Context: an optimization exercise on an open-source flow, tuned for small area. The choices shown serve that exercise and are no tape-out recipe.
In this exercise RTL edits were held to simulation tests only and were not proved equivalent to the original.
No activity file was given, so power comes from the tool's default toggle rates.

File: flow/run.sh
#!/bin/bash
# synth_recipe.tcl (not shown) runs the flow's synth.tcl, then flattens the netlist and writes it again
# the make line also repeats each setting of config.mk as NAME=value (left out here)
make -C /OpenROAD-flow-scripts/flow DESIGN_CONFIG=/design/flow/config.mk WORK_HOME=/design/flow/orfs CLKGATE_MAP_FILE= SYNTH_SCRIPT=/design/flow/synth_recipe.tcl finish
File: flow/config.mk
export PLATFORM = sky130hd
export DESIGN_NAME = CPU_Set
export DESIGN_NICKNAME = CPU_Set
export VERILOG_FILES = /design/flow/design.v
export SDC_FILE = /design/flow/constraint.sdc
export NUM_CORES = 4
export LEC_CHECK = 0
export CAP_MARGIN = 20
export CORE_MARGIN = 2
export CORE_UTILIZATION = 40
export SLEW_MARGIN = 20
File: flow/constraint.sdc
create_clock -name core_clock -period 10.0 [get_ports {CLK}]
set_input_delay 2.0000 -clock core_clock [delete_from_list [all_inputs] [get_ports {CLK}]]
set_output_delay 2.0000 -clock core_clock [all_outputs]
set_load 0.01 [all_outputs]
File: flow/design.v
`timescale 1ns / 1ps
module CPU_Set(
    input CLK,
	 input reset,
	 input [15:0]camera,
	 input [15:0] move_command,
	 input [15:0] data_out,
	 output reg [23:0] memory_location,
	 output reg [15:0] memory_input,
	 output reg [127:0] display,
	 output reg write_memory
    );
    parameter [14:0] termination_line = 15'd22;
	 parameter [4:0] stall = 5'd0;
    parameter [4:0] store = 5'd1;
    parameter [4:0] add = 5'd2;
    parameter [4:0] sub = 5'd3;
    parameter [4:0] move = 5'd4;
    parameter [4:0] sll = 5'd5;
    parameter [4:0] srl = 5'd6;
    parameter [4:0] load_hi_reg = 5'd7;
    parameter [4:0] load_lo_reg = 5'd8;
    parameter [4:0] jump = 5'd9;
    parameter [4:0] set_servo = 5'd10;
    parameter [4:0] load_cam = 5'd11;
    parameter [4:0] move_buffer = 5'd12;
    parameter [4:0] bne = 5'd13;
    parameter [4:0] beq = 5'd14;
    parameter [4:0] slt = 5'd15;
    parameter [4:0] AND = 5'd16;
    parameter [4:0] OR = 5'd17;
    parameter [4:0] NOT = 5'd18;
    parameter [4:0] load = 5'd19;
    parameter [4:0] loadl = 5'd20;
    parameter [4:0] storel = 5'd21;
    parameter [1:0] phase0 = 2'b00;
    parameter [1:0] phase1 = 2'b01;
    parameter [1:0] phase2 = 2'b10;
    parameter [2:0] reg0 = 3'b000;
    parameter [2:0] reg1 = 3'b001;
    parameter [2:0] reg2 = 3'b010;
    parameter [2:0] reg3 = 3'b011;
    parameter [2:0] reg4 = 3'b100;
    parameter [2:0] reg5 = 3'b101;
    parameter [2:0] reg6 = 3'b110;    
	 reg [15:0] word;
	 reg [14:0] pc_counter;
	 reg [7:0] right_servo;  
	 reg [7:0] left_servo;
	 reg [7:0] hi_part;
	 reg [2:0] reg_to_store;
	 reg [1:0] phase;
	 reg memory_flag;
	 reg memory_ready;
	 reg load_store;  
	 reg [15:0] r0;
	 reg [15:0] r1;
	 reg [15:0] r2;
	 reg [15:0] r3;
	 reg [15:0] r4;
	 reg [15:0] r5;
	 reg [15:0] r6;
	 reg [15:0] r7;
	 reg [15:0] tempA;
	 reg [15:0] tempB;
	 reg [10:0] jump_amount;  
	 always@(posedge CLK)
	 begin 
		if(reset)
		begin
			word <= 16'b0;
			pc_counter <= 15'b0;
			right_servo <= 8'b0;
			left_servo <= 8'b0;
			hi_part <= 8'b0;
			reg_to_store <= 3'b0;
			phase <= 2'b11;
			memory_flag <= 1'b0;
			memory_ready <= 1'b0;
			write_memory <= 1'b0;
			load_store <= 1'b1;
			r0 <= 16'b0;
			r1 <= 16'b0;
			r2 <= 16'b0;
			r3 <= 16'b0;
			r4 <= 16'b0;
			r5 <= 16'b0;
			r6 <= 16'b0;
			r7 <= 16'b0;
			jump_amount <= 11'b0;
			memory_location <= 24'b0;
			memory_input <= 16'b0;
			display <= 128'b0;
		end
		else
		begin
		if(pc_counter > termination_line )
            phase <= phase0;
		else
			phase <= phase + 1'b1;	
        case(phase) 
            phase0:
            begin 
					word <= data_out;
					if(memory_flag)
					begin
					  case(reg_to_store)
							reg0: memory_input <= r0;
							reg1:	memory_input <= r1;
							reg2:	memory_input <= r2;
							reg3:	memory_input <= r3;
							reg4:	memory_input <= r4;
							reg5:	memory_input <= r5;
							reg6:	memory_input <= r6;
							default: memory_input <= r7;
					  endcase	
					  memory_ready <= 1'b1;
					end
					else if(data_out[15:11] == loadl)
					begin
						memory_location <= {16'b0, data_out[7:0]};
						memory_ready <= 1'b1;
						reg_to_store <= data_out[10:8];
						load_store <= 1'b1;
					end
					else if(data_out[15:11] == storel)
					begin
						memory_location <= {16'b0, data_out[7:0]};
						memory_ready <= 1'b1;
						load_store <= 1'b0;
						write_memory <= 1'b1;
						case(data_out[10:8])
							reg0: memory_input <= r0;
							reg1:	memory_input <= r1;
							reg2:	memory_input <= r2;
							reg3:	memory_input <= r3;
							reg4:	memory_input <= r4;
							reg5:	memory_input <= r5;
							reg6:	memory_input <= r6;
							default: memory_input <= r7;
					  endcase	
					end
            end
            phase1:
            begin
                if(memory_flag)
                begin
                  write_memory <= ~(load_store);
						memory_location <= {hi_part,word};
						hi_part <= 1'b0;
						memory_flag <= 1'b0;
                end
                else 
                begin
						case(word[15:11])  
							load:
							begin
								 memory_flag <= 1'b1;
								 load_store <= 1'b1;
								 reg_to_store <= word[10:8];
								 hi_part <= word[7:0];
							end
							store:
							begin
								 memory_flag <= 1'b1;
								 load_store <= 1'b0;
								 reg_to_store <= word[10:8];
								 hi_part <= word[7:0];
							end
							add:
							begin
								 case(word[7:5]) 
									  reg0: tempA = r0; 
									  reg1: tempA = r1; 
									  reg2: tempA = r2; 
									  reg3: tempA = r3; 
									  reg4: tempA = r4; 
									  reg5: tempA = r5; 
									  reg6: tempA = r6; 
									  default: tempA = r7;
								 endcase					
								 case(word[4:2]) 
									  reg0: tempB = r0; 
									  reg1: tempB = r1; 
									  reg2: tempB = r2; 
									  reg3: tempB = r3; 
									  reg4: tempB = r4; 
									  reg5: tempB = r5; 
									  reg6: tempB = r6; 
									  default: tempB = r7;
								 endcase					
								 case(word[10:8]) 
									  reg0: r0 <= tempA + tempB;  
									  reg1: r1 <= tempA + tempB;
									  reg2: r2 <= tempA + tempB;
									  reg3: r3 <= tempA + tempB;
									  reg4: r4 <= tempA + tempB;
									  reg5: r5 <= tempA + tempB;
									  reg6: r6 <= tempA + tempB;
									  default: r7 <= tempA + tempB;
								 endcase					
							end
							sub:
							begin
								 case(word[7:5]) 
									  reg0: tempA = r0; 
									  reg1: tempA = r1; 
									  reg2: tempA = r2; 
									  reg3: tempA = r3; 
									  reg4: tempA = r4; 
									  reg5: tempA = r5; 
									  reg6: tempA = r6; 
									  default: tempA = r7;
								 endcase					
								 case(word[4:2]) 
									  reg0: tempB= r0; 
									  reg1: tempB = r1; 
									  reg2: tempB = r2; 
									  reg3: tempB = r3; 
									  reg4: tempB = r4; 
									  reg5: tempB = r5; 
									  reg6: tempB = r6; 
									  default: tempB = r7;
								 endcase					
								 case(word[10:8]) 
									  reg0: r0 <= tempA - tempB;  
									  reg1: r1 <= tempA - tempB;
									  reg2: r2 <= tempA - tempB;
									  reg3: r3 <= tempA - tempB;
									  reg4: r4 <= tempA - tempB;
									  reg5: r5 <= tempA - tempB;
									  reg6: r6 <= tempA - tempB;
									  default: r7 <= tempA - tempB;
								 endcase
							end
							move:
							begin
								 case(word[7:5]) 
									  reg0: tempA = r0; 
									  reg1: tempA = r1; 
									  reg2: tempA = r2; 
									  reg3: tempA = r3; 
									  reg4: tempA = r4; 
									  reg5: tempA = r5; 
									  reg6: tempA = r6; 
									  default: tempA = r7;
								 endcase					
								 case(word[10:8]) 
									  reg0: r0 <= tempA;
									  reg1: r1 <= tempA;
									  reg2: r2 <= tempA;
									  reg3: r3 <= tempA;
									  reg4: r4 <= tempA;
									  reg5: r5 <= tempA;
									  reg6: r6 <= tempA;
									  default: r7 <= tempA;
								 endcase
							end
							sll:
							begin
								 case(word[7:5]) 
									  reg0: tempA = r0 << word[4:1]; 
									  reg1: tempA = r1 << word[4:1]; 
									  reg2: tempA = r2 << word[4:1]; 
									  reg3: tempA = r3 << word[4:1]; 
									  reg4: tempA = r4 << word[4:1]; 
									  reg5: tempA = r5 << word[4:1]; 
									  reg6: tempA = r6 << word[4:1]; 
									  default: tempA = r7 << word[4:1];
								 endcase					
								 case(word[10:8]) 
									  reg0: r0 <= tempA;
									  reg1: r1 <= tempA;
									  reg2: r2 <= tempA;
									  reg3: r3 <= tempA;
									  reg4: r4 <= tempA;
									  reg5: r5 <= tempA;
									  reg6: r6 <= tempA;
									  default: r7 <= tempA;
								 endcase
							end
							srl:
							begin
								 case(word[7:5]) 
									  reg0: tempA = r0 >> word[4:1]; 
									  reg1: tempA = r1 >> word[4:1]; 
									  reg2: tempA = r2 >> word[4:1]; 
									  reg3: tempA = r3 >> word[4:1]; 
									  reg4: tempA = r4 >> word[4:1]; 
									  reg5: tempA = r5 >> word[4:1]; 
									  reg6: tempA = r6 >> word[4:1]; 
									  default: tempA = r7 >> word[4:1];
								 endcase					
								 case(word[10:8]) 
									  reg0: r0 <= tempA;
									  reg1: r1 <= tempA;
									  reg2: r2 <= tempA;
									  reg3: r3 <= tempA;
									  reg4: r4 <= tempA;
									  reg5: r5 <= tempA;
									  reg6: r6 <= tempA;
									  default: r7 <= tempA;
								 endcase
							end
							load_hi_reg:
							begin
								 case(word[10:8]) 
									  reg0: r0[15:8] <= word[7:0];
									  reg1: r1[15:8] <= word[7:0];
									  reg2: r2[15:8] <= word[7:0];
									  reg3: r3[15:8] <= word[7:0];
									  reg4: r4[15:8] <= word[7:0];
									  reg5: r5[15:8] <= word[7:0];
									  reg6: r6[15:8] <= word[7:0];
									  default: r7[15:8] <= word[7:0];
								 endcase
							end
							load_lo_reg:
							begin
								 case(word[10:8]) 
									  reg0: r0[7:0] <= word[7:0];
									  reg1: r1[7:0] <= word[7:0];
									  reg2: r2[7:0] <= word[7:0];
									  reg3: r3[7:0] <= word[7:0];
									  reg4: r4[7:0] <= word[7:0];
									  reg5: r5[7:0] <= word[7:0];
									  reg6: r6[7:0] <= word[7:0];
									  default: r7[7:0] <= word[7:0];
								 endcase
							end
							jump:
							begin
								 jump_amount <= word[10:0];
							end
							set_servo:
							begin
								 case(word[10:8]) 
									  reg0:
									  begin
											right_servo <= r0[7:0];
											left_servo <= r0[15:8];
									  end
									  reg1:
									  begin
											right_servo <= r1[7:0];
											left_servo <= r1[15:8];
									  end
									  reg2:
									  begin
											right_servo <= r2[7:0];
											left_servo <= r2[15:8];
									  end
									  reg3:
									  begin
											right_servo <= r3[7:0];
											left_servo <= r3[15:8];
									  end
									  reg4:
									  begin
											right_servo <= r4[7:0];
											left_servo <= r4[15:8];
									  end
									  reg5:
									  begin
											right_servo <= r5[7:0];
											left_servo <= r5[15:8];
									  end
									  reg6:
									  begin
											right_servo <= r6[7:0];
											left_servo <= r6[15:8];
									  end
									  default:
									  begin
											right_servo <= r7[7:0];
											left_servo <= r7[15:8];
									  end
								 endcase
							end
							load_cam:
							begin
								 case(word[10:8]) 
									  reg0: r0 <= camera;
									  reg1: r1 <= camera;
									  reg2: r2 <= camera;
									  reg3: r3 <= camera;
									  reg4: r4 <= camera;
									  reg5: r5 <= camera;
									  reg6: r6 <= camera;
									  default: r7 <= camera;
								 endcase
							end
							move_buffer:
							begin
								 case(word[10:8]) 
									  reg0: r0 <= move_command;
									  reg1: r1 <= move_command;
									  reg2: r2 <= move_command;
									  reg3: r3 <= move_command;
									  reg4: r4 <= move_command;
									  reg5: r5 <= move_command;
									  reg6: r6 <= move_command;
									  default: r7 <= move_command;
								 endcase
							end
							bne:
							begin
								 case(word[10:8]) 
									  reg0: tempA = r0; 
									  reg1: tempA = r1; 
									  reg2: tempA = r2; 
									  reg3: tempA = r3; 
									  reg4: tempA = r4; 
									  reg5: tempA = r5; 
									  reg6: tempA = r6; 
									  default: tempA = r7;
								 endcase					
								 case(word[7:5]) 
									  reg0: tempB= r0; 
									  reg1: tempB = r1; 
									  reg2: tempB = r2; 
									  reg3: tempB = r3; 
									  reg4: tempB = r4; 
									  reg5: tempB = r5; 
									  reg6: tempB = r6; 
									  default: tempB = r7;
								 endcase		
								 if(tempA != tempB)
								 begin
									  jump_amount <= {6'b0, word[4:0]};
								 end
								 else
								 begin
									  jump_amount <= 11'b0;
								 end
							end
							beq:
							begin
								 case(word[10:8]) 
									  reg0: tempA = r0; 
									  reg1: tempA = r1; 
									  reg2: tempA = r2; 
									  reg3: tempA = r3; 
									  reg4: tempA = r4; 
									  reg5: tempA = r5; 
									  reg6: tempA = r6; 
									  default: tempA = r7;
								 endcase					
								 case(word[7:5]) 
									  reg0: tempB = r0; 
									  reg1: tempB = r1; 
									  reg2: tempB = r2; 
									  reg3: tempB = r3; 
									  reg4: tempB = r4; 
									  reg5: tempB = r5; 
									  reg6: tempB = r6; 
									  default: tempB = r7;
								 endcase		
								 if(tempA == tempB)
								 begin
									  jump_amount <= {6'b0 , word[4:0]};
								 end
								 else
								 begin
									  jump_amount <= 11'b0;
								 end
							end
							slt:
							begin
								 case(word[7:5]) 
									  reg0: tempA = r0; 
									  reg1: tempA = r1; 
									  reg2: tempA = r2; 
									  reg3: tempA = r3; 
									  reg4: tempA = r4; 
									  reg5: tempA = r5; 
									  reg6: tempA = r6; 
									  default: tempA = r7;
								 endcase					
								 case(word[4:2]) 
									  reg0: tempB = r0; 
									  reg1: tempB = r1; 
									  reg2: tempB = r2; 
									  reg3: tempB = r3; 
									  reg4: tempB = r4; 
									  reg5: tempB = r5; 
									  reg6: tempB = r6; 
									  default: tempB = r7;
								 endcase		
								 case(word[10:8]) 
									  reg0: r0 <= tempA < tempB;
									  reg1: r1 <= tempA < tempB;
									  reg2: r2 <= tempA < tempB;
									  reg3: r3 <= tempA < tempB;
									  reg4: r4 <= tempA < tempB;
									  reg5: r5 <= tempA < tempB;
									  reg6: r6 <= tempA < tempB;
									  default: r7 <= tempA < tempB;
								 endcase
							end
							AND:
							begin
								 case(word[7:5]) 
									  reg0: tempA = r0; 
									  reg1: tempA = r1; 
									  reg2: tempA = r2; 
									  reg3: tempA = r3; 
									  reg4: tempA = r4; 
									  reg5: tempA = r5; 
									  reg6: tempA = r6; 
									  default: tempA = r7;
								 endcase					
								 case(word[4:2]) 
									  reg0: tempB = r0; 
									  reg1: tempB = r1; 
									  reg2: tempB = r2; 
									  reg3: tempB = r3; 
									  reg4: tempB = r4; 
									  reg5: tempB = r5; 
									  reg6: tempB = r6; 
									  default: tempB = r7;
								 endcase		
								 case(word[10:8]) 
									  reg0: r0 <= tempA & tempB;
									  reg1: r1 <= tempA & tempB;
									  reg2: r2 <= tempA & tempB;
									  reg3: r3 <= tempA & tempB;
									  reg4: r4 <= tempA & tempB;
									  reg5: r5 <= tempA & tempB;
									  reg6: r6 <= tempA & tempB;
									  default: r7 <= tempA & tempB;
								 endcase
							end
							OR:
							begin
								 case(word[7:5]) 
									  reg0: tempA = r0; 
									  reg1: tempA = r1; 
									  reg2: tempA = r2; 
									  reg3: tempA = r3; 
									  reg4: tempA = r4; 
									  reg5: tempA = r5; 
									  reg6: tempA = r6; 
									  default: tempA = r7;
								 endcase					
								 case(word[4:2]) 
									  reg0: tempB = r0; 
									  reg1: tempB = r1; 
									  reg2: tempB = r2; 
									  reg3: tempB = r3; 
									  reg4: tempB = r4; 
									  reg5: tempB = r5; 
									  reg6: tempB = r6; 
									  default: tempB = r7;
								 endcase		
								 case(word[10:8]) 
									  reg0: r0 <= tempA | tempB;
									  reg1: r1 <= tempA | tempB;
									  reg2: r2 <= tempA | tempB;
									  reg3: r3 <= tempA | tempB;
									  reg4: r4 <= tempA | tempB;
									  reg5: r5 <= tempA | tempB;
									  reg6: r6 <= tempA | tempB;
									  default: r7 <= tempA | tempB;
								 endcase
							end
							NOT:
							begin
								 case(word[7:5]) 
									  reg0: tempA = r0; 
									  reg1: tempA = r1; 
									  reg2: tempA = r2; 
									  reg3: tempA = r3; 
									  reg4: tempA = r4; 
									  reg5: tempA = r5; 
									  reg6: tempA = r6; 
									  default: tempA = r7;
								 endcase
								 case(word[10:8]) 
									  reg0: r0 <= ~(tempA);
									  reg1: r1 <= ~(tempA);
									  reg2: r2 <= ~(tempA);
									  reg3: r3 <= ~(tempA);
									  reg4: r4 <= ~(tempA);
									  reg5: r5 <= ~(tempA);
									  reg6: r6 <= ~(tempA);
									  default: r7 <= ~(tempA);
								 endcase
							end
							storel:
							begin
								write_memory <= 1'b0;
							end
							default:
							begin
							end
						endcase
               end
            end
            phase2:
				begin
					write_memory <= 1'b0;
					if (memory_ready && load_store)
					begin
						memory_ready <= 1'b0;
						case(reg_to_store)
							reg0: r0 <= data_out;
							reg1:	r1 <= data_out;
							reg2:	r2 <= data_out;
							reg3:	r3 <= data_out;
							reg4:	r4 <= data_out;
							reg5:	r5 <= data_out;
							reg6:	r6 <= data_out;
							default: r7 <= data_out;
						endcase
					end
					if(jump_amount > 1'b0)
					begin
						if(jump_amount[0] == 1'b1)
						begin
							memory_location <= {9'b0,pc_counter - jump_amount[10:1]};
							pc_counter <= pc_counter - jump_amount[10:1];
						end
						else
						begin
							memory_location <= {9'b0,pc_counter + jump_amount[10:1]};
							pc_counter <= pc_counter + jump_amount[10:1];
						end
						jump_amount <= 11'b0;
					end
					else
					begin
						memory_location <= {9'b0,pc_counter + 1'b1};
						pc_counter <= pc_counter + 1'b1;
					end
				end
            default:  
            begin
					display <= {r7,r6,r5,r4,r3,r2,r1,r0};
            end				
        endcase
	 end
		end
endmodule
==> run summary <==
## placed cells by master (no fill, tap or decap), types with 15 or more instances in the layout
cell type        instances
a21o_1                  17
or3_1                   26
nor3_1                  57
o221ai_1                30
a221oi_1                29
o22a_1                  15
o21ai_0                172
o21ai_1                 36
nand2b_1                31
nor2_1                 393
and3_1                  19
inv_1                   88
clkbuf_16               43
ha_1                    66
dfxtp_1                343
o22ai_1                 45
buf_4                   52
o31ai_1                 24
a211oi_1                40
mux4_2                  51
nand3b_1                18
clkdlybuf4s50_1        215
a31oi_1                 40
nand2_1                223
nor2b_1                 32
mux2_2                  30
mux2i_1                267
o21a_1                  15
nand4_1                 18
a21oi_1                167
a22oi_1                 42
o41ai_1                 19
nand3_1                152
o211ai_1                33
xnor2_1                 40
## state kept, by name, indices dropped and copies added (netlist names), 3 cells and up
name,count
word,16
r1,16
reg_to_store,3
r7,16
r5,16
jump_amount,11
memory_location,24
r6,16
r0,16
memory_input,16
hi_part,8
display,128
r4,16
r2,16
pc_counter,15
r3,16
## logic make-up after synthesis
group / Yosys count / share of synthesized area, %
adder cells (fa/ha/maj): 71 / 3.58
AO/OA/AOI/OAI: 894 / 24.7
multiplexers: 351 / 16.5
buffers and inverters: 373 / 6.06
flip-flops: 355 / 28.0
AND/OR/NAND/NOR: 1051 / 19.4
XOR/XNOR: 53 / 1.83
## layout make-up
type                       instances  share of cell area [%]
timing repair buffer             271                    8.82
inverter                          99                    1.28
clock buffer                      55                    4.03
antenna                            1                 0.00853
multi-input combinational       2420                    57.3
clock inverter                    18                   0.704
sequential                       355                    24.3
tap                              846                    3.61
## cell usage after synthesis (15+ instances only)
master	number
o211ai_1	33
nor2_1	393
nor2b_1	33
a21o_1	17
o21ai_0	172
a22oi_1	42
mux2_2	30
o21ai_1	36
or3_1	26
o31ai_1	24
a211oi_1	40
xnor2_1	40
nand3b_1	18
nand2b_1	31
buf_1	53
nand3_1	152
buf_2	34
o41ai_1	19
ha_1	68
mux4_2	51
nor3_1	58
nand2_1	223
o221ai_1	30
mux2i_1	267
a31oi_1	40
and3_1	19
a221oi_1	29
dfxtp_1	355
o21a_1	15
a21oi_1	167
o22ai_1	45
nand4_1	18
inv_1	90
clkbuf_1	169
o22a_1	15
## worst max-delay path, stage by stage, from the launching register on
cell	delay, ns
dfxtp_2	0.68
buf_4	0.48
nand3_2	0.59
or2_2	0.57
and2_0	0.32
ha_1	0.30
inv_1	0.09
fa_1	0.24
nor2b_1	0.08
o31ai_1	0.58
a211oi_1	0.28
or3_1	0.48
a41oi_1	0.27
mux2i_1	0.61
nor2_1	0.08
a211oi_1	0.25
## worst min-delay path by stage
| stage | start | to | slack [ns] | cells after the start |
|---|---|---|---|---|
| finish | memory_location[19] | memory_location[19] | 0.45 | 2 |
| global route | memory_location[19] | memory_location[19] | 0.48 | 2 |
| CTS | memory_location[19] | memory_location[19] | 0.45 | 2 |
| detailed placement | memory_location[19] | memory_location[19] | 0.44 | 2 |
| global placement | memory_location[19] | memory_location[19] | 0.44 | 2 |
| floorplan | hi_part[7] | memory_location[23] | 0.45 | 2 |
## report_power, final
part           total [mW]  switching, mW  internal [mW]  leakage [nW]
logic                5.98           3.77           2.21          6.80
clock network        1.56          0.667          0.893         0.668
registers            2.89           1.08           1.81          2.89
total                10.4           5.52           4.91          10.3
## per-layer routing
metal  vias to the layer above  GRT usage [%]  part of all wire [%]
met4                         4           18.1                   5.9
met5                         -              0                 0.021
met2                      1559           55.8                    45
met3                       409           7.31                   9.2
li1                      11733              -                     -
met1                     12967           45.2                    40
## stage by stage
stage               util [%]  total power [mW]  setup WS [ns]
finish                  46.6              10.4           3.93
global route            46.6              10.8           3.62
CTS                     46.6              10.2           4.09
detailed placement      44.4              8.65           4.14
global placement        44.4              8.60           4.35
floorplan                  -              6.29           5.15
==> Implementation_results.wiki <==
{| class="wikitable"
! Metric !! Value
|-
| Final number of max-transition violations || 0
|-
| Final min period || ~6.1 ns
|-
| Fin area || 29300 µm²
|-
| Reg2Reg Capture Point || r4[14]
|-
| Setup Fix Bufs, Post-CTS || 0
|-
| Type of the most critical hold path || flip-flop to flip-flop
|-
| Overall via count from detail_route || between 20k and 30k
|-
| Fraction of the yosys area taken by sequential cells || around 28%
|-
| Leak || 10.3 nW
|-
| Max-cap check violation count || 0
|-
| Vias per cell || about 6.6
|-
| Count of different cell masters after synthesis || approximately 120
|-
| Number of flops mapped to enable cells by yosys || 0
|-
| All-Layer GR Usage || approximately a third
|-
| Total grt overflow || 0
|-
| Register bit total from synthesis || 355
|-
| Hold Worst Slack || roughly 0.45 ns
|-
| Instance count after placement with tap cells included || between 3k and 4k
|-
| Count of instances resized after the clock tree is built || 0
|-
| Remaining antenna violation count || 0
|-
| Share of final-layout standard cells stronger than drive strength 1 || under 10%
|-
| Vertical extent of the die || roughly 260 µm
|-
| RSZ-0062 raised after global routing || false
|-
| Area of the core || between 60000 and 70000 µm²
|-
| Result of the run || finished clean
|-
| Clock-pin slew of the registers on the worst-case setup and hold paths || ~0.06 ns
|-
| Max H-tree Level || 2
|-
| DR pass1 iterations || 6
|-
| Final standard cell count with taps included and fillers excluded || 4065
|-
| Arrival time at the worst endpoint || around 6.5 ns
|-
| Per-instance average area after synthesis || 8.07 µm²
|-
| Final HPWL from detailed placement || 88600 µm
|-
| Top achievable clock speed || roughly 160 MHz
|-
| Final setup violating endpoints || 0
|-
| Fraction of synthesis flops using an asynchronous set or reset pin || 0%
|-
| Count of standard-cell rows || 92
|-
| Pin count of the biggest net entering global routing || between 150 and 200
|-
| Cells after Synth || between 3k and 4k
|-
| Crit path required time || 10.48 ns
|-
| Initial antenna violation count || 6
|-
| Kind of end point of the critical path || flip-flop
|-
| Slew at the pin closest to its max-slew limit || between 1 and 1.5 ns
|-
| Critical Path Start || word[6]
|-
| Filler cells || 6198
|-
| Setup tns final || 0 ns
|-
| Cts bufs inserted || between 40 and 50
|-
| Clock latency on the worst-skew pair || approximately 0.62 ns
|-
| Die extent in x || about 260 µm
|-
| Storage element area || 7120 µm²
|-
| Maximum root-to-sink buffer count || 3
|-
| Count of synthesis-stage warnings from yosys || 1
|-
| Port bufs || 218
|-
| Area used by multi-input combinational logic || 16800 µm²
|-
| Worst r2r src || word[6]
|-
| Critical path startpoint category || flip-flop
|-
| Crit path max fanout || 35
|-
| Power density over the cells || 356 nW/µm²
|-
| Routed length per placed instance || a little under 30 µm
|-
| Crit path capture || r4[14]
|-
| Register-to-register path setup slack || ~3.9 ns
|-
| Part of the cycle the worst path needs || 60.7%
|-
| Clock root cell || clkbuf_16
|-
| Starting utilization of the core area || 40.4%
|-
| Number of hold buffers added after CTS || 0
|-
| Wire length of the first global-routing pass || roughly 170000 µm
|-
| Placed standard-cell area || 27900 µm²
|-
| Synthesized net count || approximately 3.3k
|-
| Summed instance area of the synthesized netlist || 25400 µm²
|-
| Post-detailed-route DRC marker count || 0
|-
| Detailed Route Iter0 Violations || 3609
|-
| Main flop type after synthesis || dfxtp_1
|-
| Number of hold-slack violations in the final timing report || 0
|-
| TritonCTS clock tree || yes
|-
| Final setup skew || around 0.055 ns
|-
| Sum of routed wire length over all layers || 121000 µm
|-
| Number of global-route vias before repair || around 25k
|-
| Fraction of post-synthesis cell area in the top cell type by area || ~28%
|-
| CTS Sinks || between 300 and 400
|-
| Cell types with the largest area share after synthesis || dfxtp_1 28%, mux2i_1 11%, nor2_1 5.8%
|-
| Global placement routability congestion || 0.989
|-
| WS Path Type || flip-flop to flip-flop
|-
| Area leader, netlist || dfxtp_1
|-
| Area added between synthesis and finish || 15.4%
|-
| R2r worst-path depth || 15
|-
| Count of pins on the block boundary || 219
|-
| Worst-case headroom to the max-slew limit || approximately a quarter
|-
| Number of nets in the finished design || between 3k and 4k
|-
| DIE AREA || approximately 66000 µm²
|-
| Worst vdd rail ir drop || approximately 160 µV
|}

-- separate check: timing with driven ports --
In the flow no input, the clock included, has a driving cell. The finished layout below was timed again as built, in two steps.
Step 1: set_driving_cell puts a clkbuf_16 on CLK and a buf_2 on each other input, an assumption about the parent block.
Step 2 times the ports against the registers' clock, not the clock port: input delays grow and output delays shrink by t, the midpoint of the rising clock arrivals with the driver on.
Slacks: ideal / step 1 / step 2; pairs: ideal / step 1.
shift t [ns]: 0.646
slack for setup (ns): 3.932 / 3.932 / 3.932
worst register clock-pin slew, ns: 0.06 / 0.06
After both steps this run still meets setup and hold. For this run, drivers alone change the setup slack by 0.000 ns; drivers and shift together by 0.000 ns.
